This is an optimization exercise on Yosys and OpenROAD, whose aim is small area, not a production implementation. The RTL was checked by simulation tests, not by an equivalence proof against the original design. No driver is modelled on the clock port, so clocking that relies on it looks cheaper here than on a real chip. No activity file was given, so power comes from the tool's default toggle rates.

<file path="flow/flow/run.sh">
#!/bin/bash
# The standard layout, with two changes to clock tree synthesis: the sinks are
# clustered under clkbuf_8 leaf buffers without dummy loads, and afterwards
# post_cts.tcl upsizes every clock buffer whose sinks see a slow clock edge.
set -euo pipefail
here=$(pwd)
export CTS_ARGS="-sink_clustering_enable -repair_clock_nets -sink_clustering_size ${CTS_SIZE:-26} -sink_clustering_max_diameter ${CTS_DIAM:-70} -buf_list sky130_fd_sc_hd__clkbuf_8 -dont_use_dummy_load"
export POST_CTS_TCL="$here/flow/post_cts.tcl"
export CLK_SLEW_TARGET="${CLK_SLEW_TARGET:-0.115}"
bash standard.sh > "$here/standard.log" 2>&1
</file>
<file path="flow/flow/post_cts.tcl">
# Make the clock edges at the flip-flops sharp enough: upsize the clock
# buffers above the leaf level to clkbuf_16, then upsize any leaf buffer
# whose flip-flop clock pins see a slew above CLK_SLEW_TARGET (ns, with
# placement-estimated parasitics), and legalize the placement.
set thr $::env(CLK_SLEW_TARGET)
set up [dict create \
  sky130_fd_sc_hd__clkbuf_1 sky130_fd_sc_hd__clkbuf_2 \
  sky130_fd_sc_hd__clkbuf_2 sky130_fd_sc_hd__clkbuf_4 \
  sky130_fd_sc_hd__clkbuf_4 sky130_fd_sc_hd__clkbuf_8 \
  sky130_fd_sc_hd__clkbuf_8 sky130_fd_sc_hd__clkbuf_16]

proc clock_loads {inst} {
  set x [get_pins -of_objects $inst -filter "direction==output"]
  return [get_pins -of_objects [get_nets -of_objects $x] -filter "direction==input"]
}

set n 0
foreach inst [get_cells clkbuf_*] {
  set inner 0
  foreach l [clock_loads $inst] {
    if {[string match *clkbuf* [get_property [get_cells -of_objects $l] ref_name]]} {
      set inner 1
    }
  }
  if {$inner && [get_property $inst ref_name] ne "sky130_fd_sc_hd__clkbuf_16"} {
    replace_cell [get_full_name $inst] sky130_fd_sc_hd__clkbuf_16
    incr n
  }
}
puts "post_cts: upsized $n clock buffers above the leaves"

for {set it 0} {$it < 4} {incr it} {
  estimate_parasitics -placement
  set drv [dict create]
  set worst 0
  set hist [dict create]
  foreach pin [get_pins -hierarchical */CLK] {
    set s [get_property $pin slew_max]
    dict incr hist [expr {int($s * 200) * 5}]
    if {$s > $worst} { set worst $s }
    if {$s > $thr} {
      foreach d [get_pins -of_objects [get_nets -of_objects $pin] -filter "direction==output"] {
        dict set drv [get_full_name [get_cells -of_objects $d]] 1
      }
    }
  }
  puts "post_cts: pass $it clock pin slews (ps bucket: pins) [lsort -stride 2 -integer $hist]"
  set n 0
  foreach inst [dict keys $drv] {
    set master [get_property [get_cells $inst] ref_name]
    if {[dict exists $up $master]} {
      replace_cell $inst [dict get $up $master]
      incr n
    }
  }
  puts "post_cts: pass $it worst clock pin slew $worst, upsized $n leaf buffers"
  if {$n == 0} { break }
}
detailed_placement
check_placement -verbose
estimate_parasitics -placement
</file>
<file path="flow/standard.sh">
#!/bin/bash
# synth_recipe.tcl (not shown) runs the flow's synth.tcl, then flattens the netlist and writes it again
# the make line also repeats each setting of config.mk as NAME=value (left out here)
make -C /OpenROAD-flow-scripts/flow DESIGN_CONFIG=/design/flow/config.mk WORK_HOME=/design/flow/orfs CLKGATE_MAP_FILE= SYNTH_SCRIPT=/design/flow/synth_recipe.tcl "${@:-finish}"
</file>
<file path="flow/config.mk">
export PLATFORM = sky130hd
export DESIGN_NAME = spi_ram
export DESIGN_NICKNAME = spi_ram
export VERILOG_FILES = /design/flow/design.v
export SDC_FILE = /design/flow/constraint.sdc
export NUM_CORES = 4
export LEC_CHECK = 0
export CAP_MARGIN = 40
export CORE_MARGIN = 2
export CORE_UTILIZATION = 70
export SLEW_MARGIN = 40
export SYNTH_HIERARCHICAL = 1
</file>
<file path="flow/constraint.sdc">
create_clock -name core_clock -period 10.0 [get_ports {clk}]
set_input_delay 2.0000 -clock core_clock [delete_from_list [all_inputs] [get_ports {clk}]]
set_output_delay 2.0000 -clock core_clock [all_outputs]
set_load 0.01 [all_outputs]
</file>
<file path="flow/design.v">
module spi_slave(clk, rst_n, ss_n, mosi, miso, we, nwe, wdata, rgrp, rdata);
input clk, rst_n, ss_n, mosi;
output miso;
output [15:0] we, nwe;
output [7:0] wdata;
output [15:0] rgrp;
input [7:0] rdata;
reg [4:0] cnt;         
reg [3:0] ph;          
reg wpend;             
reg m1;                
reg ta, tw;            
reg [7:0] addr;        
reg [7:0] wa, wd;      
reg [7:0] rb;          
wire typ = (cnt == 5'd3);                      
wire body = (cnt >= 5'd4) & (cnt <= 5'd11);    
wire write = (cnt == 5'd11) & tw;
wire commit = wpend & (ph == wa[3:0]);
wire shift_out = (cnt >= 5'd15) & (cnt <= 5'd21);
wire bypass = commit & (wa[7:4] == addr[7:4]);
always @(posedge clk or negedge rst_n)
  if (~rst_n) begin
    cnt <= 5'd0;
    ph <= 4'd0;
    wpend <= 1'b0;
  end else begin
    ph <= ph + 4'd1;
    if (ss_n)
      cnt <= 5'd0;
    else if (cnt != 5'd31)
      cnt <= cnt + 5'd1;
    if (write)
      wpend <= 1'b1;
    else if (commit)
      wpend <= 1'b0;
  end
always @(posedge clk) begin
  m1 <= mosi;
  if (typ) begin
    ta <= ~mosi;
    tw <= mosi & ~m1;
  end
  if (body & ta)
    addr <= {addr[6:0], mosi};
  if (body & tw)
    wd <= {wd[6:0], mosi};
  if (write)
    wa <= addr;
  if (shift_out)
    rb <= {rb[6:0], 1'b0};
  else if (ph == addr[3:0])
    rb <= bypass ? wd : rdata;
end
assign miso = rb[7];
assign wdata = wd;
assign rgrp = 16'd1 << addr[7:4];
assign we = commit ? (16'd1 << wa[7:4]) : 16'd0;
assign nwe = ~we;
endmodule
module ram(clk, we, nwe, wdata, rgrp, rdata);
input clk;
input [15:0] we;       
input [15:0] nwe;      
input [7:0] wdata;
input [15:0] rgrp;     
output [7:0] rdata;    
wire [127:0] sel;
genvar g;
generate
  for (g = 0; g < 16; g = g + 1) begin : grp
    reg [127:0] r;     
    always @(posedge clk)
      r <= {r[119:0], {8{we[g]}} & wdata | {8{nwe[g]}} & r[127:120]};
    assign sel[8*g+7:8*g] = rgrp[g] ? r[127:120] : 8'd0;
  end
endgenerate
assign rdata = sel[7:0] | sel[15:8] | sel[23:16] | sel[31:24]
             | sel[39:32] | sel[47:40] | sel[55:48] | sel[63:56]
             | sel[71:64] | sel[79:72] | sel[87:80] | sel[95:88]
             | sel[103:96] | sel[111:104] | sel[119:112] | sel[127:120];
endmodule
module spi_ram(clk,rst_n,ss_n,mosi,miso);
input clk,rst_n,ss_n,mosi;
output miso;
wire [15:0] we, nwe;
wire [7:0] wdata, rdata;
wire [15:0] rgrp;
ram r(clk,we,nwe,wdata,rgrp,rdata);
spi_slave s(clk,rst_n,ss_n,mosi,miso,we,nwe,wdata,rgrp,rdata);
endmodule
</file>
==> results.toml, run 1 <==
[status]
status = "timing/DRC/antenna clean"

[cts]
path_clk_slew_ps = 100
cts_tree = "yes"
clock_sink_count = 2093
clk_latency_ps = 650

[pwr]
pwr_density_cell_nw_per_um2 = 252
p_sw_share_pct = 18.6
combPwrFrac_pct = 0.2
pwr-share-clk_pct = 31.6
p_seq_share_pct = 68.3
peakVddDrop_v = 0.000172
p_switching_uw = 2280
cellInternalPower_uw = 9960
p_leak_uw = 0.0190

[placement]
gp_congestion = 0.872
dp.cells = 3324
place_ws_ps = 6970
dp_hpwl_mm = 39.6
port_buffers = 4

[detailed_routing]
drc_errors = 0
wl_mm = 66.7
via_per_inst = 4.99
route.detailed.wl_per_inst_um = 19.5
first_pass_iters = 5
drtIter0Drc = 1128
ant_nets = 0
vias = 17100

[synthesis]
ys_seq_elements = 2093
synth_cells = 2533
ys_types = 45
synth_warnings = 8
synth_enable_flop_cells = 33
synth_area_um2 = 45400
synth.yosys.seq_area_share_pct = 93.1
synth-main-ff-cell = "dfxtp_1"
async_flop_share_pct = 0.478
syn_nets = 2543
synth_area_per_cell_um2 = 17.9

[setup_path]
slowest_stage = "clkdlybuf4s50_1"
r2r_end = "s.rb[7]"
end_kind = "output pin"
arrival_ps = 1520
crit-reg2reg-launch = "s.addr[5]"
path_class = "flop to output pin"
cpPeakStageDelay_ps = 530
cp.depth = 1
r2r_cells = 7
required_ps = 8000
crit_fanout = 1
critPathLaunchType = "flop"
cpLargestDelayFamily = "buffers and inverters"
cp_num_buf_inv = 1
crit_chain = "clkdlybuf4s50_1"
rrSetupSlack_ps = 6940

[hold_path]
hp-start = "r.grp[1].r[11]"
hold_path_end = "r.grp[1].r[19]"
hold_depth = 0
min_path_type = "flop to flop"

[sta]
setup_viol = 0
relSlewSlack_pct = 43.2
rsz0062_at_grt = "no"
period_share_pct = 35.2
slew_violations = 0
hold_viol = 0
setup_tns_ps = 0
fin_crit_ps = 3520
tightest_slew_ps = 845
fin_skew_ps = 53.0
fmax_mhz = 284
hold_slack_ps = 280
finalWorstSetupSlack_ps = 6480

[floorplanning]
die_h_um = 259
core_um2 = 64300
num_rows = 93
die_x_um = 259
start_util_pct = 70.6
io_pins = 5
dieArea_um2 = 66900

[grt]
grt_pass1_vias = 16900
grt_start_max_net_pins = 27
grtUsageTotal_pct = 20.1
antenna_found_initial = 8
grt.overflow.total = 0
grt_pass1_wl_mm = 99.3

[final_layout]
nNetsFinal = 2572
area_delta_synth_final_pct = 6.99
final_cell_mix = "2050 x dfxtp_1, 160 x a22o_1, 89 x clkbuf_16, 33 x edfxtp_1, 32 x a221oi_1"
final_common_cell = "dfxtp_1"
drive_above_1_share_pct = 4.65
fin_cells = 3421

[flow_run]
maxCapViolCount = 0
-- power by group through the flow --
stage | Sequential, uW | Clock, uW | Combinational [uW]
after floorplan | 8550 | 0 | 12.6
after global placement | 8550 | 0 | 18.8
after detailed placement | 8550 | 0 | 19.7
after global routing | 8360 | 4230 | 21.6
final | 8360 | 3860 | 20.1
-- kinds of logic after synthesis --
| group | count (synthesis) | synth area share, % |
|---|---|---|
| AO/OA/AOI/OAI | 223 | 4.21 |
| XOR/XNOR | 17 | 0.328 |
| adder cells (fa/ha/maj) | 6 | 0.165 |
| buffers and inverters | 88 | 0.859 |
| flip-flops | 2093 | 93.1 |
| multiplexers | 1 | 0.0220 |
| AND/OR/NAND/NOR | 105 | 1.34 |
-- routing by layer --
| metal | track usage [%] | up-vias | wire length, um |
|---|---|---|---|
| met3 | 2.96 | 143 | 2670 |
| met5 | 0 | - | 0 |
| li1 | - | 8228 | - |
| met4 | 8.35 | 0 | 2360 |
| met2 | 29.6 | 436 | 28400 |
| met1 | 30.3 | 8266 | 33300 |
-- cells in the mapped netlist, types with 2 or more instances --
cell type,n,area share (%)
xor2_1,6,0.12
nor2_1,28,0.23
o31ai_1,8,0.13
dfxtp_1,2050,90
dfrtp_1,10,0.55
a221oi_1,32,0.62
inv_1,8,0.066
nand2_1,5,0.041
o211ai_1,2,0.033
nor4_1,6,0.083
buf_6,4,0.099
nor3_1,7,0.077
or4b_1,4,0.088
and4_1,3,0.058
edfxtp_1,33,2.2
nand2b_1,6,0.083
or4_1,4,0.066
buf_1,18,0.15
a22o_1,160,3.1
nand4_1,19,0.26
clkbuf_1,41,0.34
nor4b_1,4,0.077
or2_1,9,0.12
and3_1,2,0.028
ha_1,6,0.17
xnor2_1,11,0.21
a21oi_1,9,0.099
a311oi_1,7,0.13
and2_1,2,0.028
buf_2,14,0.15
-- area by class of cell --
class                      instances  area (um2)
timing repair buffer              16         138
multi-input combinational        352        2820
clock buffer                      90        2240
tap                              855        1070
inverter                           9        33.8
antenna                            6        15.0
sequential                      2093       42300
fill                            3601       15700
-- modules after synthesis, one instance, submodules excluded, a selection --
module,copies in the design,flops+latches,cell area (um2)
ram,1,2048,43000
spi_slave,1,45,2400
-- registers in the layout (all words and copies together), names as in the netlist --
name / cells
r.grp.r: 2048
s.addr: 8
s.cnt: 5
s.m1: 1
s.ph: 4
s.rb: 8
s.ta: 1
s.tw: 1
s.wa: 8
s.wd: 8
s.wpend: 1
-- stage by stage --
stage,cell area (um2),total power (uW),utilization [%]
after floorplan,45400,8560,-
after global placement,46300,8570,71.9
after detailed placement,46300,8570,72.0
after global routing,48600,12600,75.5
final,48600,12200,75.5
-- how the worst max path moves through the flow --
stage | startpoint | slack, ps | end
final | s.rb[7] | 6480 | miso
after global routing | s.rb[7] | 6410 | miso
after detailed placement | s.addr[6] | 6970 | s.rb[7]
after global placement | s.addr[4] | 6790 | s.rb[7]
after floorplan | s.rb[7] | 7610 | miso
==> inputs of run 2 (changes only) <==
==> flow/flow/run.sh (replaced) <==
#!/bin/bash
# The standard layout, with two changes to clock tree synthesis: the sinks are
# clustered under clkbuf_8 leaf buffers without dummy loads, and afterwards
# post_cts.tcl upsizes every clock buffer whose sinks see a slow clock edge.
set -euo pipefail
here=$(pwd)
export CTS_ARGS="-sink_clustering_enable -repair_clock_nets -sink_clustering_size ${CTS_SIZE:-22} -sink_clustering_max_diameter ${CTS_DIAM:-65} -buf_list sky130_fd_sc_hd__clkbuf_8 -dont_use_dummy_load"
export POST_CTS_TCL="$here/flow/post_cts.tcl"
export CLK_SLEW_TARGET="${CLK_SLEW_TARGET:-0.115}"
bash standard.sh > "$here/standard.log" 2>&1
==> results.toml, run 2 <==
[cts]
path_clk_slew_ps = 120
clock_sink_count = 2093
cts_tree = "yes"
clk_latency_ps = 690

[sta]
slew_violations = 0
relSlewSlack_pct = 41.8
hold_viol = 0
setup_viol = 0
period_share_pct = 35.7
fmax_mhz = 280
rsz0062_at_grt = "no"
finalWorstSetupSlack_ps = 6430
tightest_slew_ps = 872
setup_tns_ps = 0
fin_skew_ps = 94.8
fin_crit_ps = 3570

[setup_path]
end_kind = "output pin"
required_ps = 8000
cpPeakStageDelay_ps = 530
slowest_stage = "clkdlybuf4s50_1"
cpLargestDelayFamily = "buffers and inverters"
critPathLaunchType = "flop"
cp_num_buf_inv = 1
crit_fanout = 1
crit_chain = "clkdlybuf4s50_1"
path_class = "flop to output pin"
arrival_ps = 1570

[placement]
gp_congestion = 0.872
dp_hpwl_mm = 39.6
place_area_um2 = 46300
port_buffers = 4
dp.cells = 3324
place_ws_ps = 6970

[grt]
grt_pass1_wl_mm = 96.6
grt_pass1_vias = 16600
grtUsageTotal_pct = 19.5
antenna_found_initial = 3
grt.overflow.total = 0
grt_start_max_net_pins = 23

[synthesis]
yosysTopAreaCellShare_pct = 90.3
synth_area_um2 = 45400
synth_area_leader_cell = "dfxtp_1"
synth.yosys.seq_area_share_pct = 93.1
async_flop_share_pct = 0.478
ys_seq_elements = 2093
synth_most_common_cell = "dfxtp_1"
synthTopCellsByArea = "dfxtp_1 90%, a22o_1 3.1%, edfxtp_1 2.2%, a221oi_1 0.62%, dfrtp_1 0.55%"
synth_common_cells = "2050 x dfxtp_1, 160 x a22o_1, 41 x clkbuf_1"
synth-main-ff-cell = "dfxtp_1"
synth_area_per_cell_um2 = 17.9
ys_types = 45
syn_nets = 2543
synth_warnings = 8
synth_enable_flop_cells = 33
synth_cells = 2533

[floorplanning]
num_rows = 93
die_x_um = 259
die_h_um = 259
core_um2 = 64300
start_util_pct = 70.6
io_pins = 5
dieArea_um2 = 66900

[detailed_routing]
drt-met1-wl_mm = 32.7
maxUsedRoutingLayer = "met4"
first_pass_iters = 5
vias = 16900
wl_mm = 64.6
drc_errors = 0
route.detailed.wl_per_inst_um = 18.8
ant_nets = 0
via_per_inst = 4.93
drtIter0Drc = 1077
wl_met2_mm = 26.5
wl_met3_mm = 3.06

[final_layout]
final_common_cell = "dfxtp_1"
fin_cells = 3432
top_register = "r.grp.r"
area_delta_synth_final_pct = 6.97
largest_reg_flops = 2048
final_cell_mix = "2050 x dfxtp_1, 160 x a22o_1, 71 x clkbuf_16, 34 x clkbuf_8, 33 x edfxtp_1"
drive_above_1_share_pct = 5.20
fin_area_um2 = 48600
nNetsFinal = 2587

[pwr]
finalPower_uw = 12200
p_leak_uw = 0.0190
pwr_density_cell_nw_per_um2 = 251
peakVddDrop_v = 0.000180

[status]
status = "timing/DRC/antenna clean"

[flow_run]
maxCapViolCount = 0

[hold_path]
min_path_type = "flop to flop"
-- run 2: cell counts after synthesis --
No cell type changed its count.
-- run 2: power by group --
group          leakage (uW)  switching (uW)  internal (uW)
registers            0.0169            5.51           8350
clock network       0.00112            2240           1570
logic              0.000976            14.4           5.61
total                0.0190            2260           9930
-- run 2: worst paths after layout --
check                      slack (ps)  cells past startpoint        endpoint      startpoint
min in group asynchronous        1680                      1        s.cnt[1]           rst_n
min reg2reg                       280                      0  r.grp[0].r[43]  r.grp[0].r[35]
min                               280                      0  r.grp[0].r[43]  r.grp[0].r[35]
max reg2reg                      6960                      7         s.rb[7]       s.addr[6]
max                              6430                      1            miso         s.rb[7]
max in group asynchronous        7920                      1         s.wpend           rst_n
-- run 2: layer usage --
metal / global-route usage [%] / up-vias
met5: 0 / -
li1: - / 8245
met2: 27.8 / 415
met4: 8.19 / 0
met1: 29.8 / 8091
met3: 3.63 / 155
-- run 2: logic make-up (layout without fill, tap and decap cells) --
group / Yosys count / after routing / synth area share (%)
compound gates: 223 / 223 / 4.21
xor+xnor: 17 / 17 / 0.328
fa+ha+maj: 6 / 6 / 0.165
buf+inv: 88 / 130 / 0.859
flops: 2093 / 2093 / 93.1
mux: 1 / 1 / 0.0220
other cells: 0 / 2 / 0
simple gates: 105 / 105 / 1.34
-- run 2: through the flow --
stage                     hold slack, ps  utilization [%]
after detailed placement             312             72.0
after global routing                 281             75.5
final                                279             75.5
after floorplan                      310                -
after global placement               309             71.9
-- run 2: Yosys stat by module (local to each module, per instance), excerpt --
module | flops+latches | cells inside | times used | area, um2
spi_slave | 45 | 221 | 1 | 2400
ram | 2048 | 2312 | 1 | 43000
-- run 2: cell type report --
cell class,instances,area (um2)
diodes,2,5.00
clock buffers,105,2240
fillers,3639,15800
inverters,9,33.8
multi-input cells,352,2820
flip-flops and latches,2093,42300
well taps,855,1070
repair buffers,16,138
-- run 2: worst register-to-register path: cells and delay by family, from the launching register on --
family / cells / cell delay [ps]
AO/OA/AOI/OAI: 4 / 1170
flip-flops: 1 / 610
AND/OR/NAND/NOR: 3 / 1020
==> inputs of run 3 (changes only) <==
==> flow/flow/run.sh (replaced) <==
#!/bin/bash
# The standard layout, with two changes to clock tree synthesis: the sinks are
# clustered under clkbuf_8 leaf buffers without dummy loads, and afterwards
# post_cts.tcl upsizes every clock buffer whose sinks see a slow clock edge.
set -euo pipefail
here=$(pwd)
export CTS_ARGS="-sink_clustering_enable -repair_clock_nets -sink_clustering_size ${CTS_SIZE:-20} -sink_clustering_max_diameter ${CTS_DIAM:-60} -buf_list sky130_fd_sc_hd__clkbuf_8 -dont_use_dummy_load"
export POST_CTS_TCL="$here/flow/post_cts.tcl"
export CLK_SLEW_TARGET="${CLK_SLEW_TARGET:-0.115}"
bash standard.sh > "$here/standard.log" 2>&1
--- a/flow/config.mk
+++ b/flow/config.mk
@@ -7,6 +7,6 @@
 export LEC_CHECK = 0
 export CAP_MARGIN = 40
 export CORE_MARGIN = 2
-export CORE_UTILIZATION = 70
+export CORE_UTILIZATION = 75
 export SLEW_MARGIN = 40
 export SYNTH_HIERARCHICAL = 1
==> results.toml, run 3 <==
[status]
status = "timing/DRC/antenna clean"

[final_layout]
top_register = "r.grp.r"
drive_above_1_share_pct = 5.57
final_common_cell = "dfxtp_1"
area_delta_synth_final_pct = 5.60
nFillCells = 3081
largest_reg_flops = 2048
final_cell_mix = "2050 x dfxtp_1, 160 x a22o_1, 102 x clkbuf_8, 33 x edfxtp_1, 32 x a221oi_1"
nNetsFinal = 2596

[cts]
path_clk_slew_ps = 110
clk_latency_ps = 640
clock_sink_count = 2093
cts_tree = "yes"

[floorplanning]
core_um2 = 60100
dieArea_um2 = 62600
die_h_um = 250
io_pins = 5
start_util_pct = 75.5
num_rows = 90
die_x_um = 250

[setup_path]
crit_fanout = 1
required_ps = 8000
cpPeakStageDelay_ps = 540
cp_num_buf_inv = 1
crit_chain = "clkdlybuf4s50_1"
slowest_stage = "clkdlybuf4s50_1"
path_class = "flop to output pin"
cpLargestDelayFamily = "buffers and inverters"
arrival_ps = 1520
end_kind = "output pin"
critPathLaunchType = "flop"

[sta]
fmax_mhz = 284
fin_skew_ps = 58.0
hold_viol = 0
period_share_pct = 35.2
relSlewSlack_pct = 43.6
fin_crit_ps = 3520
tightest_slew_ps = 841
setup_viol = 0
slew_violations = 0
setup_tns_ps = 0
rsz0062_at_grt = "no"

[placement]
port_buffers = 4
dp_hpwl_mm = 40.8
gp_congestion = 0.896

[synthesis]
synth_cells = 2533
synth_area_leader_cell = "dfxtp_1"
yosysTopAreaCellShare_pct = 90.3
synthTopCellsByArea = "dfxtp_1 90%, a22o_1 3.1%, edfxtp_1 2.2%, a221oi_1 0.62%, dfrtp_1 0.55%"
synth.yosys.seq_area_share_pct = 93.1
synth_area_um2 = 45400
synth_common_cells = "2050 x dfxtp_1, 160 x a22o_1, 41 x clkbuf_1"
ys_types = 45
synth_enable_flop_cells = 33
synth_area_per_cell_um2 = 17.9
ys_seq_elements = 2093
synth_most_common_cell = "dfxtp_1"
synth-main-ff-cell = "dfxtp_1"
async_flop_share_pct = 0.478
syn_nets = 2543
synth_warnings = 8

[grt]
grt_pass1_vias = 16900
grt_pass1_wl_mm = 99.8
grt_start_max_net_pins = 21
grt.overflow.total = 0
grtUsageTotal_pct = 21.6
antenna_found_initial = 3

[detailed_routing]
vias = 17000
via_per_inst = 5.06
wl_mm = 66.9
first_pass_iters = 6
route.detailed.wl_per_inst_um = 19.9
drc_errors = 0
ant_nets = 0
drtIter0Drc = 1122

[pwr]
p_leak_uw = 0.0188
finalPower_uw = 11700
pwr_density_cell_nw_per_um2 = 245
peakVddDrop_v = 0.000205

[flow_run]
maxCapViolCount = 0

[hold_path]
min_path_type = "flop to flop"
==> run 3: cell counts after synthesis <==
No cell type changed its count.
==> run 3: kinds of logic after synthesis <==
group                      synth area share [%]
AOI/OAI and AO/OA                          4.21
xor gates and xnor gates                  0.328
adders and majority gates                 0.165
buffers and inverters                     0.859
DFF                                        93.1
muxes                                    0.0220
and+or+nand+nor                            1.34
==> run 3: final timing paths <==
check / startpoint / endpoint / slack [ps] / depth (start not counted)
min in group asynchronous: rst_n / s.wpend / 1720 / 1
hold reg to reg: r.grp[1].r[49] / r.grp[1].r[57] / 290 / 0
setup / recovery: s.rb[7] / miso / 6480 / 1
setup reg to reg: s.addr[4] / s.rb[7] / 6870 / 7
hold / removal: r.grp[1].r[49] / r.grp[1].r[57] / 290 / 0
max in group asynchronous: rst_n / s.ph[2] / 7910 / 1
==> run 3: per-layer routing <==
metal | track usage, % | part of all wire, % | vias up | wire (um)
li1 | - | - | 8249 | -
met1 | 32.2 | 49 | 8157 | 32800
met2 | 31.6 | 43 | 454 | 28400
met3 | 4.23 | 5.0 | 160 | 3330
met4 | 8.73 | 3.4 | 2 | 2270
met5 | 0 | 0.019 | - | 13
==> run 3: report_power, final <==
part           internal (uW)  switching [uW]  total, uW
clock                   1150            2210       3350
combinational           5.71            15.3       21.0
sequential              8350            6.06       8360
total                   9510            2230      11700
==> run 3: stage by stage <==
step | hold slack [ps] | cells | instance area (um2) | util, % | worst slack, ps
after global placement | 309 | 3250 | 46200 | 76.8 | 6800
after floorplan | 310 | 2533 | 45400 | - | 7610
after global routing | 293 | 3366 | 48000 | 79.8 | 6440
final | 291 | 3367 | 48000 | 79.8 | 6480
after detailed placement | 312 | 3251 | 46200 | 76.9 | 6910
==> run 3: final cells by class <==
type,instances,area [um2],share of cell area [%]
Sequential cell,2093,42300,88.1
Multi-Input combinational cell,352,2830,5.89
Clock buffer,114,1700,3.55
Tap cell,782,978,2.04
Timing Repair Buffer,16,141,0.295
Inverter,9,33.8,0.0704
Antenna cell,1,2.50,0.00522
==> run 3: modules after synthesis (local to each module, per instance), a selection <==
module / area (um2) / flip-flops and latches / copies in the design
spi_slave: 2400 / 45 / 1
ram: 43000 / 2048 / 1
==> inputs of run 4 (changes only) <==
--- a/flow/config.mk
+++ b/flow/config.mk
@@ -7,6 +7,6 @@
 export LEC_CHECK = 0
 export CAP_MARGIN = 40
 export CORE_MARGIN = 2
-export CORE_UTILIZATION = 75
+export CORE_UTILIZATION = 70
 export SLEW_MARGIN = 40
 export SYNTH_HIERARCHICAL = 1
==> results.toml, run 4 <==
[detailed_routing]
vias = 16800
drc_errors = 0
drtIter0Drc = 992
via_per_inst = 4.89
first_pass_iters = 5
wl_mm = 62.9
route.detailed.wl_per_inst_um = 18.3
ant_nets = 0

[sta]
fin_skew_ps = 56.9
period_share_pct = 35.1
tightest_slew_ps = 857
hold_viol = 0
setup_tns_ps = 0
setup_viol = 0
relSlewSlack_pct = 42.7
fmax_mhz = 285
slew_violations = 0
rsz0062_at_grt = "no"
fin_crit_ps = 3510

[synthesis]
synth_area_per_cell_um2 = 17.9
synthTopCellsByArea = "dfxtp_1 90%, a22o_1 3.1%, edfxtp_1 2.2%, a221oi_1 0.62%, dfrtp_1 0.55%"
synth_area_um2 = 45400
synth_common_cells = "2050 x dfxtp_1, 160 x a22o_1, 41 x clkbuf_1"
yosysTopAreaCellShare_pct = 90.3
synth_cells = 2533
synth_enable_flop_cells = 33
async_flop_share_pct = 0.478
synth-main-ff-cell = "dfxtp_1"
synth_area_leader_cell = "dfxtp_1"
synth_most_common_cell = "dfxtp_1"
synth.yosys.seq_area_share_pct = 93.1
ys_types = 45
ys_seq_elements = 2093
synth_warnings = 8
syn_nets = 2543

[grt]
met1_usage_pct = 28.7
grt_pass1_vias = 16500
grt.overflow.total = 0
antenna_found_initial = 2
met3_usage_pct = 3.93
grt_pass1_wl_mm = 94.3
grt_start_max_net_pins = 21
met2_usage_pct = 26.9
grtUsageTotal_pct = 19.0
busiest_layer = "met1"

[hold_path]
min_path_type = "flop to flop"
hold_depth = 0

[final_layout]
area_delta_synth_final_pct = 5.81
largest_reg_flops = 2048
nNetsFinal = 2597
multi_input_area_um2 = 2820
final_common_cell = "dfxtp_1"
top_register = "r.grp.r"
drive_above_1_share_pct = 5.57
regArea_um2 = 42300
nFillCells = 3745
final_cell_mix = "2050 x dfxtp_1, 160 x a22o_1, 103 x clkbuf_8, 33 x edfxtp_1, 32 x a221oi_1"
fin_cells = 3442

[setup_path]
end_kind = "output pin"
cp_num_buf_inv = 1
required_ps = 8000
cp.depth = 1
cpLargestDelayFamily = "buffers and inverters"
critPathLaunchType = "flop"
cpPeakStageDelay_ps = 530
arrival_ps = 1510
crit_chain = "clkdlybuf4s50_1"
crit_fanout = 1
slowest_stage = "clkdlybuf4s50_1"
r2r_cells = 7
path_class = "flop to output pin"

[pwr]
p_leak_uw = 0.0188
peakVddDrop_v = 0.000163
pwr_density_cell_nw_per_um2 = 243

[cts]
clock_sink_count = 2093
path_clk_slew_ps = 110
clk_latency_ps = 640
cts_tree = "yes"

[floorplanning]
core_um2 = 64300
die_x_um = 259
dieArea_um2 = 66900
die_h_um = 259
start_util_pct = 70.6
num_rows = 93
io_pins = 5

[placement]
gp_congestion = 0.872
dp.cells = 3324
port_buffers = 4
dp_hpwl_mm = 39.6

[flow_run]
maxCapViolCount = 0

[status]
status = "timing/DRC/antenna clean"
run 4: cell families (layout without fill, tap and decap cells):
logic type      after synthesis  count (layout)  synth area share, %
simple gates                105             105                 1.34
fa+ha+maj                     6               6                0.165
other cells                   0               2                    0
compound gates              223             223                 4.21
xor+xnor                     17              17                0.328
mux                           1               1               0.0220
buf+inv                      88             140                0.859
flops                      2093            2093                 93.1
run 4: per-module statistics from Yosys, one instance, submodules excluded, excerpt:
module,cell area [um2],flops+latches
spi_slave,2400,45
ram,43000,2048
run 4: power by group:
group	internal (uW)	total [uW]	switching [uW]
Clock	1150	3320	2170
Sequential	8350	8360	5.50
Combinational	5.61	19.9	14.3
run 4: layout make-up:
cell class,count,share of cell area (%)
Sequential cell,2093,88.0
Tap cell,855,2.23
Multi-Input combinational cell,352,5.87
Clock buffer,115,3.57
Inverter,9,0.0703
Timing Repair Buffer,16,0.286
Antenna cell,2,0.0104
run 4: worst paths after layout:
| check | startpoint | end | slack, ps |
|---|---|---|---|
| worst max-delay path | s.rb[7] | miso | 6490 |
| worst min-delay path | r.grp[15].r[55] | r.grp[15].r[63] | 280 |
| worst max register to register | s.addr[5] | s.rb[7] | 6940 |
| worst min register to register | r.grp[15].r[55] | r.grp[15].r[63] | 280 |
| max in group asynchronous | rst_n | s.cnt[3] | 7930 |
| min in group asynchronous | rst_n | s.wpend | 1710 |
run 4: through the flow:
step                      power [uW]  cell area, um2  setup WS [ps]  hold slack (ps)  util, %
after global placement          8570           46300           6790              309     71.9
after floorplan                 8560           45400           7610              310        -
after global routing           12100           48100           6420              280     74.7
final                          11700           48100           6490              279     74.7
after detailed placement        8570           46300           6970              312     72.0
run 4: layer usage:
| metal | part of all wire [%] | wire length (um) |
|---|---|---|
| met4 | 3.4 | 2140 |
| met1 | 51 | 31900 |
| met5 | 0 | 0 |
| met2 | 41 | 25600 |
| met3 | 5.1 | 3210 |
==> inputs of run 5 (changes only) <==
--- a/flow/design.v
+++ b/flow/design.v
@@ -18,7 +18,6 @@
 wire write = (cnt == 5'd11) & tw;
 wire commit = wpend & (ph == wa[3:0]);
 wire shift_out = (cnt >= 5'd15) & (cnt <= 5'd21);
-wire bypass = commit & (wa[7:4] == addr[7:4]);
 always @(posedge clk or negedge rst_n)
   if (~rst_n) begin
     cnt <= 5'd0;
@@ -50,7 +49,7 @@
   if (shift_out)
     rb <= {rb[6:0], 1'b0};
   else if (ph == addr[3:0])
-    rb <= bypass ? wd : rdata;
+    rb <= rdata;
 end
 assign miso = rb[7];
 assign wdata = wd;
@@ -70,9 +69,10 @@
 generate
   for (g = 0; g < 16; g = g + 1) begin : grp
     reg [127:0] r;     
+    wire [7:0] ins = {8{we[g]}} & wdata | {8{nwe[g]}} & r[127:120];
     always @(posedge clk)
-      r <= {r[119:0], {8{we[g]}} & wdata | {8{nwe[g]}} & r[127:120]};
-    assign sel[8*g+7:8*g] = rgrp[g] ? r[127:120] : 8'd0;
+      r <= {r[119:0], ins};
+    assign sel[8*g+7:8*g] = rgrp[g] ? ins : 8'd0;
   end
 endgenerate
 assign rdata = sel[7:0] | sel[15:8] | sel[23:16] | sel[31:24]
==> results.toml, run 5 <==
[synthesis]
synthAdderAreaFrac_pct = 0.166
ys_seq_elements = 2093
synthTopCellsByArea = "dfxtp_1 91%, a22o_1 3.1%, edfxtp_1 2.2%, a221oi_1 0.58%, dfrtp_1 0.55%"
synth_enable_flop_cells = 33
synth_warnings = 8
synthMuxAreaShare_pct = 0.210
synth_area_um2 = 45300
syn_nets = 2525
async_flop_share_pct = 0.478
synth_compound_area_share_pct = 3.82
synth_top_family_by_area = "compound AO/OA/AOI/OAI gates"
synth_common_cells = "2050 x dfxtp_1, 160 x a22o_1, 41 x clkbuf_1"
synth_area_leader_cell = "dfxtp_1"
synth.yosys.seq_area_share_pct = 93.3
synth_most_common_cell = "dfxtp_1"
synth_xor_area_share_pct = 0.251
ys_types = 41
yosysTopAreaCellShare_pct = 90.5
synth-main-ff-cell = "dfxtp_1"
synth-simple-area-share_pct = 1.27
synth_area_per_cell_um2 = 18.0
synth_cells = 2515

[setup_path]
cpPeakStageDelay_ps = 580
crit_fanout = 9
r2r_end = "s.rb[0]"
cpLargestDelayFamily = "simple AND/OR/NAND/NOR gates"
arrival_ps = 4190
path_class = "flop to flop"
required_ps = 10520
r2r_cells = 10
crit-reg2reg-launch = "s.ph[2]"
slowest_stage = "nor3_1"
crit_chain = "xnor2_1 -> nand4_1 -> nor3_1 -> nand2_1 -> a22o_1 -> a22o_1 -> a221oi_1 -> nand4_1 -> mux2_4 -> and2_1"
cp_num_buf_inv = 0
rrSetupSlack_ps = 6330
end_kind = "flop"
critPathLaunchType = "flop"

[placement]
port_buffers = 4
gp_congestion = 0.929
place_area_um2 = 46100
dp_hpwl_mm = 41.6

[sta]
slew_violations = 0
relSlewSlack_pct = 37.9
setup_tns_ps = 0
fmax_mhz = 273
hold_viol = 0
period_share_pct = 36.7
hold_slack_ps = 301
tightest_slew_ps = 931
setup_viol = 0
fin_skew_ps = 35.5
rsz0062_at_grt = "no"
fin_crit_ps = 3670

[floorplanning]
num_rows = 93
die_h_um = 258
dieArea_um2 = 66800
core_um2 = 64200
io_pins = 5
die_x_um = 258
start_util_pct = 70.6

[pwr]
pwr_density_cell_nw_per_um2 = 244
p_leak_uw = 0.0188
finalPower_uw = 11700
peakVddDrop_v = 0.000177

[cts]
path_clk_slew_ps = 110
cts_tree = "yes"
clk_latency_ps = 630
clock_sink_count = 2093

[final_layout]
final_cell_mix = "2050 x dfxtp_1, 160 x a22o_1, 104 x clkbuf_8, 33 x nor2_1, 33 x edfxtp_1"
largest_reg_flops = 2048
top_register = "r.grp.r"
final_common_cell = "dfxtp_1"
area_delta_synth_final_pct = 5.44
drive_above_1_share_pct = 5.14
nNetsFinal = 2581
fin_area_um2 = 47800
nFillCells = 3849
multi_input_area_um2 = 2620
regArea_um2 = 42300

[grt]
antenna_found_initial = 7
grt_pass1_wl_mm = 92.2
grt_start_max_net_pins = 21
grtUsageTotal_pct = 18.9
grt_pass1_vias = 15800
grt.overflow.total = 0

[hold_path]
hp-start = "r.grp[15].r[14]"
hold_depth = 0
min_path_type = "flop to flop"
hold_path_end = "r.grp[15].r[22]"

[detailed_routing]
ant_nets = 0
wl_mm = 63.0
route.detailed.wl_per_inst_um = 18.4
drc_errors = 0
drtIter0Drc = 1002
vias = 16400
first_pass_iters = 5
via_per_inst = 4.79

[status]
status = "timing/DRC/antenna clean"

[flow_run]
maxCapViolCount = 0
==> run 5: cell count changes after synthesis, sizes merged, moves of 7 or more <==
cell	change
nand4	-9
a311oi	-7
nand2	+20
buf	-10
or2	-7
o31ai	-8
mux2i	+7
a21oi	-7
==> run 5: area by class of cell <==
class,count,area share [%]
Antenna cell,4,0.0209
Timing Repair Buffer,8,0.170
Inverter,14,0.110
Sequential cell,2093,88.5
Tap cell,855,2.24
Clock buffer,114,3.52
Multi-Input combinational cell,340,5.48
==> run 5: worst max path at each step <==
stage | startpoint | end | cells after the start
3_5_place_dp | s.ph[2] | s.rb[0] | 10
3_3_place_gp | s.ph[3] | s.rb[0] | 10
6_report | s.ph[2] | s.rb[0] | 10
5_1_grt | s.ph[2] | s.rb[5] | 10
2_1_floorplan | s.ph[2] | s.rb[0] | 11
==> run 5: kinds of logic (layout without fill, tap and decap cells) <==
| logic type | count (synthesis) | count (layout) |
|---|---|---|
| buffers and inverters | 82 | 136 |
| xor gates and xnor gates | 13 | 13 |
| and+or+nand+nor | 114 | 114 |
| DFF | 2093 | 2093 |
| AOI/OAI and AO/OA | 198 | 198 |
| adders and majority gates | 6 | 6 |
| other | 0 | 4 |
| muxes | 9 | 9 |
==> run 5: per-module statistics from Yosys, one instance, submodules excluded, a selection <==
module | flops+latches | cell area, um2
ram | 2048 | 43100
spi_slave | 45 | 2200
==> run 5: per-stage QoR <==
step / setup WS (ps) / utilization [%] / cells
2_1_floorplan: 7320 / - / 2515
3_3_place_gp: 6460 / 71.7 / 3307
3_5_place_dp: 6450 / 71.7 / 3307
5_1_grt: 6170 / 74.4 / 3424
6_report: 6330 / 74.4 / 3428
==> run 5: worst register-to-register path: stages, from the launching register on <==
cell      delay [ps]
dfrtp_1          470
xnor2_1          200
nand4_1          320
nor3_1           580
nand2_1          370
a22o_1           300
a22o_1           230
a221oi_1         520
nand4_1          160
mux2_4           280
and2_1           150
==> run 5: report_power, final <==
part | switching [uW] | internal (uW)
clock network | 2160 | 1130
logic | 9.22 | 5.17
registers | 7.78 | 8350
==> run 5: metal layers <==
layer / track usage (%) / share of wire [%]
met1: 29.3 / 52
met2: 26.3 / 40
met3: 3.77 / 5.6
met4: 7.51 / 3.1
met5: 0 / 0
==> inputs of run 6 (changes only) <==
--- a/flow/flow/run.sh
+++ b/flow/flow/run.sh
@@ -6,5 +6,5 @@
 here=$(pwd)
 export CTS_ARGS="-sink_clustering_enable -repair_clock_nets -sink_clustering_size ${CTS_SIZE:-20} -sink_clustering_max_diameter ${CTS_DIAM:-60} -buf_list sky130_fd_sc_hd__clkbuf_8 -dont_use_dummy_load"
 export POST_CTS_TCL="$here/flow/post_cts.tcl"
-export CLK_SLEW_TARGET="${CLK_SLEW_TARGET:-0.115}"
+export CLK_SLEW_TARGET="${CLK_SLEW_TARGET:-0.110}"
 bash standard.sh > "$here/standard.log" 2>&1
==> results.toml, run 6 <==
[status]
status = "timing/DRC/antenna clean"

[flow_run]
maxCapViolCount = 0

[grt]
grtUsageTotal_pct = 18.9
grt.overflow.total = 0
grt_pass1_wl_mm = 92.3
grt_start_max_net_pins = 21
grt_pass1_vias = 15800
antenna_found_initial = 7

[sta]
slew_violations = 0
setup_viol = 0
setup_tns_ps = 0
tightest_slew_ps = 918
period_share_pct = 36.7
relSlewSlack_pct = 38.8
fin_skew_ps = 38.5
hold_viol = 0
fin_crit_ps = 3670
fmax_mhz = 272
rsz0062_at_grt = "no"

[synthesis]
synth_most_common_cell = "dfxtp_1"
synth.yosys.seq_area_share_pct = 93.3
synth_enable_flop_cells = 33
synthTopCellsByArea = "dfxtp_1 91%, a22o_1 3.1%, edfxtp_1 2.2%, a221oi_1 0.58%, dfrtp_1 0.55%"
ys_types = 41
synth-main-ff-cell = "dfxtp_1"
synth_cells = 2515
ys_seq_elements = 2093
syn_nets = 2525
synth_warnings = 8
async_flop_share_pct = 0.478
synth_common_cells = "2050 x dfxtp_1, 160 x a22o_1, 41 x clkbuf_1"
synth_area_leader_cell = "dfxtp_1"
synth_area_um2 = 45300
yosysTopAreaCellShare_pct = 90.5
synth_area_per_cell_um2 = 18.0

[final_layout]
drive_above_1_share_pct = 5.14
top_register = "r.grp.r"
multi_input_area_um2 = 2620
area_delta_synth_final_pct = 5.63
largest_reg_flops = 2048
regArea_um2 = 42300
nFillCells = 3840
final_common_cell = "dfxtp_1"
nNetsFinal = 2581
final_cell_mix = "2050 x dfxtp_1, 160 x a22o_1, 96 x clkbuf_8, 33 x nor2_1, 33 x edfxtp_1"

[detailed_routing]
first_pass_iters = 5
wl_mm = 63.0
route.detailed.wl_per_inst_um = 18.4
ant_nets = 0
via_per_inst = 4.79
drc_errors = 0
vias = 16400
drtIter0Drc = 1112

[floorplanning]
die_x_um = 258
num_rows = 93
start_util_pct = 70.6
io_pins = 5
die_h_um = 258
core_um2 = 64200
dieArea_um2 = 66800

[placement]
dp_hpwl_mm = 41.6
gp_congestion = 0.929
port_buffers = 4

[hold_path]
min_path_type = "flop to flop"

[cts]
cts_tree = "yes"
clk_latency_ps = 630
clock_sink_count = 2093
path_clk_slew_ps = 110

[pwr]
p_leak_uw = 0.0189
peakVddDrop_v = 0.000175
finalPower_uw = 11700
pwr_density_cell_nw_per_um2 = 245

[setup_path]
crit_start = "s.ph[2]"
rrSetupSlack_ps = 6330
path_class = "flop to flop"
crit-reg2reg-launch = "s.ph[2]"
r2r_end = "s.rb[5]"
required_ps = 10330
critPathLaunchType = "flop"
crit_fanout = 9
cp-endpoint = "s.rb[5]"
end_kind = "flop"
arrival_ps = 4000
r2r_cells = 10
-- run 6: cell counts after synthesis --
No cell type changed its count.
-- run 6: cell families after synthesis --
group | Yosys count | share of synthesized area [%]
AOI/OAI and AO/OA | 198 | 3.82
DFF | 2093 | 93.3
muxes | 9 | 0.210
buffers and inverters | 82 | 1.01
xor gates and xnor gates | 13 | 0.251
and+or+nand+nor | 114 | 1.27
adders and majority gates | 6 | 0.166
-- run 6: how the worst min path moves through the flow --
stage,from,to,slack [ps],depth (start not counted)
floorplan,r.grp[0].r[92],r.grp[0].r[100],310,0
global placement,r.grp[0].r[37],r.grp[0].r[45],310,0
detailed placement,r.grp[13].r[116],r.grp[13].r[124],310,0
global route,r.grp[7].r[14],r.grp[7].r[22],300,0
finish,r.grp[7].r[14],r.grp[7].r[22],300,0
-- run 6: stage by stage --
| step | setup slack, ps | instance area [um2] | std cells | hold WS (ps) | util [%] |
|---|---|---|---|---|---|
| 3_5_place_dp | 6450 | 46100 | 3307 | 312 | 71.7 |
| 2_1_floorplan | 7320 | 45300 | 2515 | 310 | - |
| 5_1_grt | 6170 | 47900 | 3424 | 296 | 74.5 |
| 6_report | 6330 | 47900 | 3426 | 302 | 74.5 |
| 3_3_place_gp | 6460 | 46000 | 3307 | 309 | 71.7 |
-- run 6: layout make-up --
class | instances | share of cell area [%]
diodes | 2 | 0.0105
clock buffers | 114 | 3.70
inverters | 14 | 0.110
multi-input cells | 340 | 5.47
flip-flops and latches | 2093 | 88.3
well taps | 855 | 2.23
repair buffers | 8 | 0.170
-- run 6: worst max-delay path, stage by stage, from the launching register on --
cell and delay (ps):
dfrtp_1 460, xnor2_1 200, nand4_1 320, nor3_1 580, nand2_1 370, a22o_1 290
a22o_1 230, a221oi_1 590, nand4_1 180, nand2_1 100, mux2i_1 60
-- run 6: Yosys stat by module, one instance, submodules excluded, excerpt --
module     area (um2)  flops+latches
ram             43100           2048
spi_slave        2200             45
-- run 6: layer usage --
| layer | up-vias | share of wire [%] | track usage [%] |
|---|---|---|---|
| met5 | - | 0 | 0 |
| met4 | 0 | 3.2 | 7.55 |
| met3 | 128 | 5.6 | 3.75 |
| met2 | 434 | 40 | 26.3 |
| met1 | 7710 | 52 | 29.4 |
| li1 | 8136 | - | - |
-- run 6: power by group --
group | switching [uW] | internal [uW] | leakage, uW
registers | 7.76 | 8350 | 0.0169
logic | 9.25 | 5.17 | 0.00103
clock network | 2170 | 1200 | 0.000912
==> inputs of run 7 (changes only) <==
--- a/flow/design.v
+++ b/flow/design.v
@@ -13,21 +13,21 @@
 reg [7:0] addr;        
 reg [7:0] wa, wd;      
 reg [7:0] rb;          
-wire typ = (cnt == 5'd3);                      
-wire body = (cnt >= 5'd4) & (cnt <= 5'd11);    
-wire write = (cnt == 5'd11) & tw;
+wire typ = (cnt == 5'd7);                      
+wire body = (cnt[4:3] == 2'b01);               
+wire write = (cnt == 5'd15) & tw;
 wire commit = wpend & (ph == wa[3:0]);
-wire shift_out = (cnt >= 5'd15) & (cnt <= 5'd21);
+wire shift_out = (cnt >= 5'd19);                  
 always @(posedge clk or negedge rst_n)
   if (~rst_n) begin
-    cnt <= 5'd0;
+    cnt <= 5'd4;
     ph <= 4'd0;
     wpend <= 1'b0;
   end else begin
-    ph <= ph + 4'd1;
+    ph <= {ph[2:0], ph[3] ^ (ph[2] | ~(ph[1] | ph[0]))};
     if (ss_n)
-      cnt <= 5'd0;
-    else if (cnt != 5'd31)
+      cnt <= 5'd4;
+    else if (~shift_out)
       cnt <= cnt + 5'd1;
     if (write)
       wpend <= 1'b1;
==> flow/flow/run.sh (replaced) <==
#!/bin/bash
# The standard layout, with two changes to clock tree synthesis: the sinks are
# clustered under clkbuf_8 leaf buffers without dummy loads, and afterwards
# post_cts.tcl upsizes every clock buffer whose sinks see a slow clock edge.
set -euo pipefail
here=$(pwd)
export CTS_ARGS="-sink_clustering_enable -repair_clock_nets -sink_clustering_size ${CTS_SIZE:-34} -sink_clustering_max_diameter ${CTS_DIAM:-70} -buf_list sky130_fd_sc_hd__clkbuf_16 -dont_use_dummy_load"
export POST_CTS_TCL="$here/flow/post_cts.tcl"
export CLK_SLEW_TARGET="${CLK_SLEW_TARGET:-0.110}"
bash standard.sh > "$here/standard.log" 2>&1
==> results.toml, run 7 <==
[grt]
grt_pass1_wl_mm = 98.4
grt_pass1_vias = 15900
grt.overflow.total = 0
grt_start_max_net_pins = 35
antenna_found_initial = 5
grtUsageTotal_pct = 20.2

[sta]
setup_viol = 0
hold_viol = 0
slew_violations = 0
fin_skew_ps = 70.4
tightest_slew_ps = 990
relSlewSlack_pct = 34.0
fin_crit_ps = 3950
period_share_pct = 39.5
setup_tns_ps = 0
fmax_mhz = 253
rsz0062_at_grt = "no"

[synthesis]
synthAdderAreaFrac_pct = 0.0554
synth_area_per_cell_um2 = 18.2
synth-main-ff-cell = "dfxtp_1"
synth-simple-area-share_pct = 1.11
synth_most_common_cell = "dfxtp_1"
synth_cells = 2482
synth_warnings = 8
synth_enable_flop_cells = 33
synthMuxAreaShare_pct = 0.0222
ys_types = 40
syn_nets = 2488
synth.yosys.seq_area_share_pct = 93.7
synth_top_family_by_area = "compound AO/OA/AOI/OAI gates"
synthTopCellsByArea = "dfxtp_1 91%, a22o_1 3.2%, edfxtp_1 2.2%, a221oi_1 0.58%, dfrtp_1 0.50%"
synth_area_leader_cell = "dfxtp_1"
synth_common_cells = "2050 x dfxtp_1, 167 x a22o_1, 37 x clkbuf_1"
async_flop_share_pct = 0.478
yosysTopAreaCellShare_pct = 90.9
synth_xor_area_share_pct = 0.213
synth_compound_area_share_pct = 4.01
synth_area_um2 = 45100
ys_seq_elements = 2093

[detailed_routing]
drc_errors = 0
route.detailed.wl_per_inst_um = 19.9
wl_mm = 66.7
first_pass_iters = 5
vias = 16200
via_per_inst = 4.83
drtIter0Drc = 1247
ant_nets = 0

[floorplanning]
io_pins = 5
core_um2 = 64100
die_h_um = 258
start_util_pct = 70.4
num_rows = 93
die_x_um = 258
dieArea_um2 = 66500

[hold_path]
hold_depth = 0
hold_path_end = "r.grp[9].r[42]"
min_path_type = "flop to flop"
hp-start = "r.grp[9].r[34]"

[pwr]
pwr_density_cell_nw_per_um2 = 251
p_leak_uw = 0.0187
peakVddDrop_v = 0.000190

[final_layout]
top_register = "r.grp.r"
area_delta_synth_final_pct = 5.86
final_common_cell = "dfxtp_1"
final_cell_mix = "2050 x dfxtp_1, 167 x a22o_1, 72 x clkbuf_16, 33 x edfxtp_1, 31 x nor2_1"
drive_above_1_share_pct = 3.88
fin_cells = 3357
nNetsFinal = 2509
largest_reg_flops = 2048
nFillCells = 3637

[cts]
clock_sink_count = 2093
clk_latency_ps = 650
cts_tree = "yes"
path_clk_slew_ps = 110

[setup_path]
r2r_end = "s.rb[6]"
arrival_ps = 4320
critPathLaunchType = "flop"
r2r_cells = 9
crit_fanout = 9
required_ps = 10370
rrSetupSlack_ps = 6050
path_class = "flop to flop"
end_kind = "flop"
crit-reg2reg-launch = "s.ph[0]"

[placement]
dp_hpwl_mm = 40.7
gp_congestion = 0.884
dp.cells = 3281
port_buffers = 4

[status]
status = "timing/DRC/antenna clean"

[flow_run]
maxCapViolCount = 0
run 7: logic make-up (layout without fill, tap and decap cells):
group / Yosys count / count (layout)
flip-flops: 2093 / 2093
AO/OA/AOI/OAI: 207 / 207
AND/OR/NAND/NOR: 100 / 100
buffers and inverters: 68 / 87
XOR/XNOR: 11 / 11
adder cells (fa/ha/maj): 2 / 2
multiplexers: 1 / 1
other: 0 / 1
run 7: worst max-delay path, cell delays in order (launching register included):
cell,delay (ps)
dfrtp_1,450
xnor2_1,250
nand4_2,250
nor3_1,620
nand2_1,420
a22o_1,330
a22o_1,180
a221oi_1,780
nand4_1,170
a22o_1,270
run 7: final cells by class:
type                       instances  area, um2  share of cell area (%)
antenna                            1       2.50                 0.00524
tap                              855       1070                    2.24
timing repair buffer              12        134                   0.280
sequential                      2093      42300                    88.5
multi-input combinational        321       2470                    5.18
clock buffer                      72       1800                    3.77
inverter                           3       11.3                  0.0236
run 7: how the worst max path moves through the flow:
stage             from      end  slack [ps]  cells past startpoint
2_1_floorplan  s.ph[2]  s.rb[7]        7430                     10
3_3_place_gp   s.ph[3]  s.rb[3]        6330                      9
3_5_place_dp   s.ph[0]  s.rb[6]        6250                      9
5_1_grt        s.ph[0]  s.rb[3]        6040                      9
6_report       s.ph[0]  s.rb[6]        6050                      9
run 7: per-module statistics from Yosys (local to each module, per instance), excerpt:
module,cells,times used
ram,2312,1
spi_slave,170,1
run 7: power by group:
group | internal (uW) | leakage (uW) | total [uW] | switching (uW)
Clock | 1310 | 0.000887 | 3510 | 2200
Sequential | 8380 | 0.0169 | 8410 | 28.9
Combinational | 23.7 | 0.000915 | 75.7 | 52.0
Total | 9720 | 0.0187 | 12000 | 2280
run 7: per-stage QoR:
stage | hold slack [ps] | cell area (um2) | setup slack (ps) | utilization (%) | power, uW
3_5_place_dp | 312 | 45900 | 6250 | 71.6 | 8670
5_1_grt | 301 | 47800 | 6040 | 74.5 | 12400
3_3_place_gp | 310 | 45900 | 6330 | 71.5 | 8660
2_1_floorplan | 310 | 45100 | 7430 | - | 8640
6_report | 291 | 47800 | 6050 | 74.5 | 12000
run 7: per-layer routing:
metal  routed length, um  track usage (%)  vias up  share of wire [%]
li1                    -                -     8002                  -
met1               34600             31.7     7748                 52
met2               27500             28.9      322                 41
met3                2280             2.71      129                3.4
met4                2380             7.98        0                3.6
met5                   0                0        -                  0
==> inputs of run 8 (changes only) <==
--- a/flow/config.mk
+++ b/flow/config.mk
@@ -5,8 +5,8 @@
 export SDC_FILE = /design/flow/constraint.sdc
 export NUM_CORES = 4
 export LEC_CHECK = 0
-export CAP_MARGIN = 40
+export CAP_MARGIN = 10
 export CORE_MARGIN = 2
 export CORE_UTILIZATION = 70
-export SLEW_MARGIN = 40
+export SLEW_MARGIN = 10
 export SYNTH_HIERARCHICAL = 1
==> results.toml, run 8 <==
[grt]
grt.overflow.total = 0
grt_start_max_net_pins = 35
grt_pass1_vias = 15800
antenna_found_initial = 8
grt_pass1_wl_mm = 97.3
grtUsageTotal_pct = 20.0

[final_layout]
final_common_cell = "dfxtp_1"
multi_input_area_um2 = 2440
n_antenna_cell = 0
utilization_pct = 74.3
nNetsFinal = 2502
nFillCells = 3617
area_delta_synth_final_pct = 5.59
regArea_um2 = 42300
final_cell_mix = "2050 x dfxtp_1, 167 x a22o_1, 72 x clkbuf_16, 33 x edfxtp_1, 32 x nor2_1"
drive_above_1_share_pct = 3.33
largest_reg_flops = 2048
top_register = "r.grp.r"

[synthesis]
ys_types = 40
synth_area_leader_cell = "dfxtp_1"
synth_most_common_cell = "dfxtp_1"
syn_nets = 2488
yosysTopAreaCellShare_pct = 90.9
synth_cells = 2482
synthTopCellsByArea = "dfxtp_1 91%, a22o_1 3.2%, edfxtp_1 2.2%, a221oi_1 0.58%, dfrtp_1 0.50%"
async_flop_share_pct = 0.478
synth_area_per_cell_um2 = 18.2
synth_warnings = 8
synth_enable_flop_cells = 33
synth_common_cells = "2050 x dfxtp_1, 167 x a22o_1, 37 x clkbuf_1"
synth_area_um2 = 45100
ys_seq_elements = 2093
synth.yosys.seq_area_share_pct = 93.7
synth-main-ff-cell = "dfxtp_1"

[cts]
clk_latency_ps = 650
cts_tree = "yes"
path_clk_slew_ps = 110
clock_sink_count = 2093

[sta]
setup_viol = 0
rsz0062_at_grt = "no"
tightest_slew_ps = 1270
hold_viol = 0
fin_crit_ps = 3900
relSlewSlack_pct = 14.4
fmax_mhz = 256
setup_tns_ps = 0
fin_skew_ps = 65.6
finalWorstSetupSlack_ps = 6100
hold_slack_ps = 293
period_share_pct = 39.0
slew_violations = 0

[setup_path]
critPathLaunchType = "flop"
end_kind = "flop"
required_ps = 10380
arrival_ps = 4280
path_class = "flop to flop"
crit_start = "s.ph[0]"
crit_fanout = 9
crit-reg2reg-launch = "s.ph[0]"

[detailed_routing]
via_per_inst = 4.83
route.detailed.wl_per_inst_um = 19.7
wl_mm = 65.9
drtIter0Drc = 1064
first_pass_iters = 5
drc_errors = 0
vias = 16200
ant_nets = 0

[placement]
place_ws_ps = 6280
dp_hpwl_mm = 40.5
gp_congestion = 0.884
port_buffers = 4

[hold_path]
min_path_type = "flop to flop"
hp-start = "r.grp[9].r[34]"

[pwr]
peakVddDrop_v = 0.000202
pwr_density_cell_nw_per_um2 = 251
p_leak_uw = 0.0187
finalPower_uw = 12000

[floorplanning]
num_rows = 93
die_x_um = 258
io_pins = 5
start_util_pct = 70.4
core_um2 = 64100
dieArea_um2 = 66500
die_h_um = 258

[status]
status = "timing/DRC/antenna clean"

[flow_run]
maxCapViolCount = 0
## run 8: cell counts after synthesis
No cell type changed its count.
## run 8: layout make-up
type / count / area share [%]
multi-input combinational: 321 / 5.12
sequential: 2093 / 88.7
clock buffer: 72 / 3.78
inverter: 3 / 0.0236
tap: 855 / 2.24
timing repair buffer: 5 / 0.0998
## run 8: per-layer routing
layer	vias to the layer above	share of wire [%]	GRT usage (%)
met5	-	0	0
met4	0	2.7	5.80
met3	107	3.6	3.07
met2	291	42	29.2
met1	7784	52	31.6
li1	7985	-	-
## run 8: final timing paths
kind | slack, ps | cells past startpoint | to
worst min register to register | 290 | 0 | r.grp[9].r[42]
worst max register to register | 6100 | 9 | s.rb[6]
min in group asynchronous | 1710 | 1 | s.cnt[3]
worst max-delay path | 6100 | 9 | s.rb[6]
max in group asynchronous | 7860 | 1 | s.wpend
worst min-delay path | 290 | 0 | r.grp[9].r[42]
## run 8: report_power, final
part           total, uW  switching (uW)  internal, uW  leakage, uW
Sequential          8420            35.0          8380       0.0169
Clock               3490            2180          1310     0.000887
Combinational       62.9            43.6          19.3     0.000863
Total              12000            2260          9710       0.0187
## run 8: kinds of logic after synthesis
family,share of synthesized area (%)
AND/OR/NAND/NOR,1.11
multiplexers,0.0222
buffers and inverters,0.904
flip-flops,93.7
XOR/XNOR,0.213
adder cells (fa/ha/maj),0.0554
AO/OA/AOI/OAI,4.01
## run 8: worst max-delay path, stage by stage (launching register included)
cell	delay [ps]
dfrtp_1	440
xnor2_1	250
nand4_2	250
nor3_1	600
nand2_1	420
a22o_1	320
a22o_1	170
a221oi_1	790
nand4_1	170
a22o_1	260
## run 8: metrics by stage
stage | area, um2 | std cells
global route | 47700 | 3349
finish | 47700 | 3349
global placement | 45900 | 3277
floorplan | 45100 | 2482
detailed placement | 45900 | 3277
## run 8: Yosys stat by module, one instance, submodules excluded, a selection
module     cell area (um2)  times used  flip-flops and latches  cells
ram                  43100           1                    2048   2312
spi_slave             2000           1                      45    170
==> inputs of run 9 (changes only) <==
==> flow/flow/run.sh (replaced) <==
#!/bin/bash
# The standard layout, with two changes to clock tree synthesis: the sinks are
# clustered under clkbuf_8 leaf buffers without dummy loads, and afterwards
# post_cts.tcl upsizes every clock buffer whose sinks see a slow clock edge.
set -euo pipefail
here=$(pwd)
export CTS_ARGS="-sink_clustering_enable -repair_clock_nets -sink_clustering_size ${CTS_SIZE:-10} -sink_clustering_max_diameter ${CTS_DIAM:-40} -buf_list sky130_fd_sc_hd__clkbuf_4 -dont_use_dummy_load"
export POST_CTS_TCL="$here/flow/post_cts.tcl"
export CLK_SLEW_TARGET="${CLK_SLEW_TARGET:-0.110}"
bash standard.sh > "$here/standard.log" 2>&1
--- a/flow/config.mk
+++ b/flow/config.mk
@@ -5,8 +5,8 @@
 export SDC_FILE = /design/flow/constraint.sdc
 export NUM_CORES = 4
 export LEC_CHECK = 0
-export CAP_MARGIN = 10
+export CAP_MARGIN = 40
 export CORE_MARGIN = 2
 export CORE_UTILIZATION = 70
-export SLEW_MARGIN = 10
+export SLEW_MARGIN = 40
 export SYNTH_HIERARCHICAL = 1
==> results.toml, run 9 <==
[cts]
cts_tree = "yes"
clk_latency_ps = 700
clock_sink_count = 2093
path_clk_slew_ps = 110

[synthesis]
synth_area_leader_cell = "dfxtp_1"
synth_common_cells = "2050 x dfxtp_1, 167 x a22o_1, 37 x clkbuf_1"
synth_warnings = 8
synth_most_common_cell = "dfxtp_1"
synth_enable_flop_cells = 33
ys_seq_elements = 2093
syn_nets = 2488
synthTopCellsByArea = "dfxtp_1 91%, a22o_1 3.2%, edfxtp_1 2.2%, a221oi_1 0.58%, dfrtp_1 0.50%"
async_flop_share_pct = 0.478
synth_area_per_cell_um2 = 18.2
synth_area_um2 = 45100
yosysTopAreaCellShare_pct = 90.9
synth-main-ff-cell = "dfxtp_1"
synth.yosys.seq_area_share_pct = 93.7
ys_types = 40
synth_cells = 2482

[detailed_routing]
first_pass_iters = 7
ant_nets = 0
route.detailed.wl_per_inst_um = 18.0
drc_errors = 0
via_per_inst = 4.79
vias = 16800
wl_mm = 63.3
drtIter0Drc = 1029

[status]
status = "timing/DRC/antenna clean"

[sta]
setup_viol = 0
hold_viol = 0
relSlewSlack_pct = 33.9
fin_skew_ps = 53.8
period_share_pct = 38.6
fin_crit_ps = 3860
rsz0062_at_grt = "no"
setup_tns_ps = 0
slew_violations = 0
tightest_slew_ps = 991
fmax_mhz = 259

[pwr]
p_seq_share_pct = 70.1
pwr-share-clk_pct = 29.3
p_switching_uw = 2310
peakVddDrop_v = 0.000183
combPwrFrac_pct = 0.6
pwr_density_cell_nw_per_um2 = 250
cellInternalPower_uw = 9680
p_leak_uw = 0.0190
p_sw_share_pct = 19.2

[floorplanning]
dieArea_um2 = 66500
die_x_um = 258
io_pins = 5
start_util_pct = 70.4
core_um2 = 64100
die_h_um = 258
num_rows = 93

[final_layout]
fin_area_um2 = 48000
final_common_cell = "dfxtp_1"
final_cell_mix = "2050 x dfxtp_1, 211 x clkbuf_4, 167 x a22o_1, 33 x edfxtp_1, 31 x nor2_1"
nFillCells = 3741
top_register = "r.grp.r"
area_delta_synth_final_pct = 6.32
utilization_pct = 74.8
nNetsFinal = 2665
largest_reg_flops = 2048
drive_above_1_share_pct = 9.52

[grt]
grt_pass1_wl_mm = 95.4
grt_start_max_net_pins = 18
grtUsageTotal_pct = 19.6
grt_pass1_vias = 16600
grt.overflow.total = 0
antenna_found_initial = 6

[placement]
gp_congestion = 0.884
port_buffers = 4
dp_hpwl_mm = 40.7
place_area_um2 = 45900

[setup_path]
cpPeakStageDelay_ps = 780
end_kind = "flop"
crit_chain = "xnor2_1 -> nand4_2 -> nor3_1 -> nand2_1 -> a22o_1 -> a22o_1 -> a221oi_1 -> nand4_1 -> a22o_1"
critPathLaunchType = "flop"
path_class = "flop to flop"
crit_fanout = 9
critPathMostFrequentCell = "a22o_1"
slowest_stage = "a221oi_1"
required_ps = 10460
arrival_ps = 4320

[flow_run]
maxCapViolCount = 0

[hold_path]
min_path_type = "flop to flop"
## run 9: cell count changes in the layout (fill, tap and decap cells not counted)
cell | previous run | this run
nor2_1 | 32 | 31
diode_2 | 0 | 2
buf_8 | 0 | 2
buf_6 | 0 | 5
nor3_2 | 0 | 6
clkbuf_4 | 0 | 211
nor2_2 | 1 | 2
clkbuf_16 | 72 | 17
nor3_1 | 8 | 2
## run 9: power by group through the flow
| stage | Clock (uW) | Sequential [uW] | Combinational, uW |
|---|---|---|---|
| 6_report | 3520 | 8400 | 71.9 |
| 5_1_grt | 4010 | 8410 | 77.6 |
| 3_5_place_dp | 0 | 8600 | 66.9 |
| 3_3_place_gp | 0 | 8600 | 55.7 |
| 2_1_floorplan | 0 | 8580 | 55.5 |
## run 9: logic make-up (layout without fill, tap and decap cells)
family / count (synthesis) / after routing / synth area share (%)
simple gates: 100 / 100 / 1.11
fa+ha+maj: 2 / 2 / 0.0554
buf+inv: 68 / 243 / 0.904
xor+xnor: 11 / 11 / 0.213
other cells: 0 / 2 / 0
mux: 1 / 1 / 0.0222
compound gates: 207 / 207 / 4.01
flops: 2093 / 2093 / 93.7
## run 9: per-layer routing
metal  up-vias  track usage (%)  part of all wire (%)  wire length (um)
met3       115             5.20                   4.9              3100
met5         -                0                 0.022                14
met1      7943             30.2                    52             32900
met4         2             8.69                   2.7              1680
met2       402             26.2                    40             25600
li1       8387                -                     -                 -
## run 9: final timing paths
check | start | end | slack, ps | depth (start not counted)
min | r.grp[12].r[83] | r.grp[12].r[91] | 290 | 0
min in group asynchronous | rst_n | s.cnt[3] | 1670 | 1
max reg2reg | s.ph[0] | s.rb[6] | 6140 | 9
max | s.ph[0] | s.rb[6] | 6140 | 9
min reg2reg | r.grp[12].r[83] | r.grp[12].r[91] | 290 | 0
max in group asynchronous | rst_n | s.ph[1] | 7880 | 1
## run 9: area by class of cell
type,instances,area [um2],share of cell area [%]
timing repair buffer,12,134,0.279
antenna,2,5.00,0.0104
tap,855,1070,2.23
inverter,3,11.3,0.0235
sequential,2093,42300,88.1
clock buffer,228,2010,4.19
multi-input combinational,321,2470,5.16
## run 9: per-module statistics from Yosys, one instance, submodules excluded, a selection
| module | flops+latches | area, um2 | times used | cells |
|---|---|---|---|---|
| ram | 2048 | 43100 | 1 | 2312 |
| spi_slave | 45 | 2000 | 1 | 170 |
## run 9: critical path, delay by kind of cell, from the launching register on
| kind | cells | cell delay, ps |
|---|---|---|
| compound gates | 4 | 1530 |
| xor+xnor | 1 | 240 |
| flops | 1 | 440 |
| simple gates | 4 | 1430 |
## run 9: stage by stage
step	setup WS [ps]	instances	power, uW	hold WS (ps)
3_3_place_gp	6330	3277	8660	310
2_1_floorplan	7430	2482	8640	310
3_5_place_dp	6250	3281	8670	312
5_1_grt	6020	3512	12500	297
6_report	6140	3514	12000	295

[port drivers added, routing unchanged]
How much do the figures lean on ideal ports? The routed layouts below were timed once more, with nothing changed but the port constraints. Step 1: set_driving_cell puts a clkbuf_16 on clk and a buf_2 on each other input, an assumption about the parent block. Step 2 also shifts input and output timing later by t, the mid clock arrival at the registers, as if the neighbouring blocks saw the same clock. a / b / c = ideal / step 1 / step 2; a / b = the first two.
| run | shift t [ns] | slack for setup (ns) | worst setup path after step 2 | clock arrival spread, ns | worst data-port slew with drivers (ns) |
|---|---|---|---|---|---|
| run 1 | 0.686 | 6.480 / 6.419 / 6.936 | register to register | 0.057 / 0.057 | 0.03 |
| run 2 | 0.708 | 6.430 / 6.369 / 6.958 | register to register | 0.099 / 0.099 | 0.03 |
| run 3 | 0.671 | 6.483 / 6.421 / 6.869 | register to register | 0.062 / 0.062 | 0.03 |
| run 4 | 0.677 | 6.492 / 6.427 / 6.937 | register to register | 0.057 / 0.057 | 0.03 |
| run 5 | 0.677 | 6.332 / 6.289 / 6.332 | register to register | 0.039 / 0.039 | 0.03 |
| run 6 | 0.675 | 6.330 / 6.318 / 6.330 | register to register | 0.043 / 0.043 | 0.03 |
| run 7 | 0.676 | 6.053 / 6.053 / 6.053 | register to register | 0.071 / 0.071 | 0.03 |
| run 8 | 0.682 | 6.096 / 6.096 / 6.096 | register to register | 0.067 / 0.066 | 0.03 |
| run 9 | 0.743 | 6.135 / 6.135 / 6.135 | register to register | 0.054 / 0.054 | 0.03 |
After both steps every run listed still meets setup and hold.
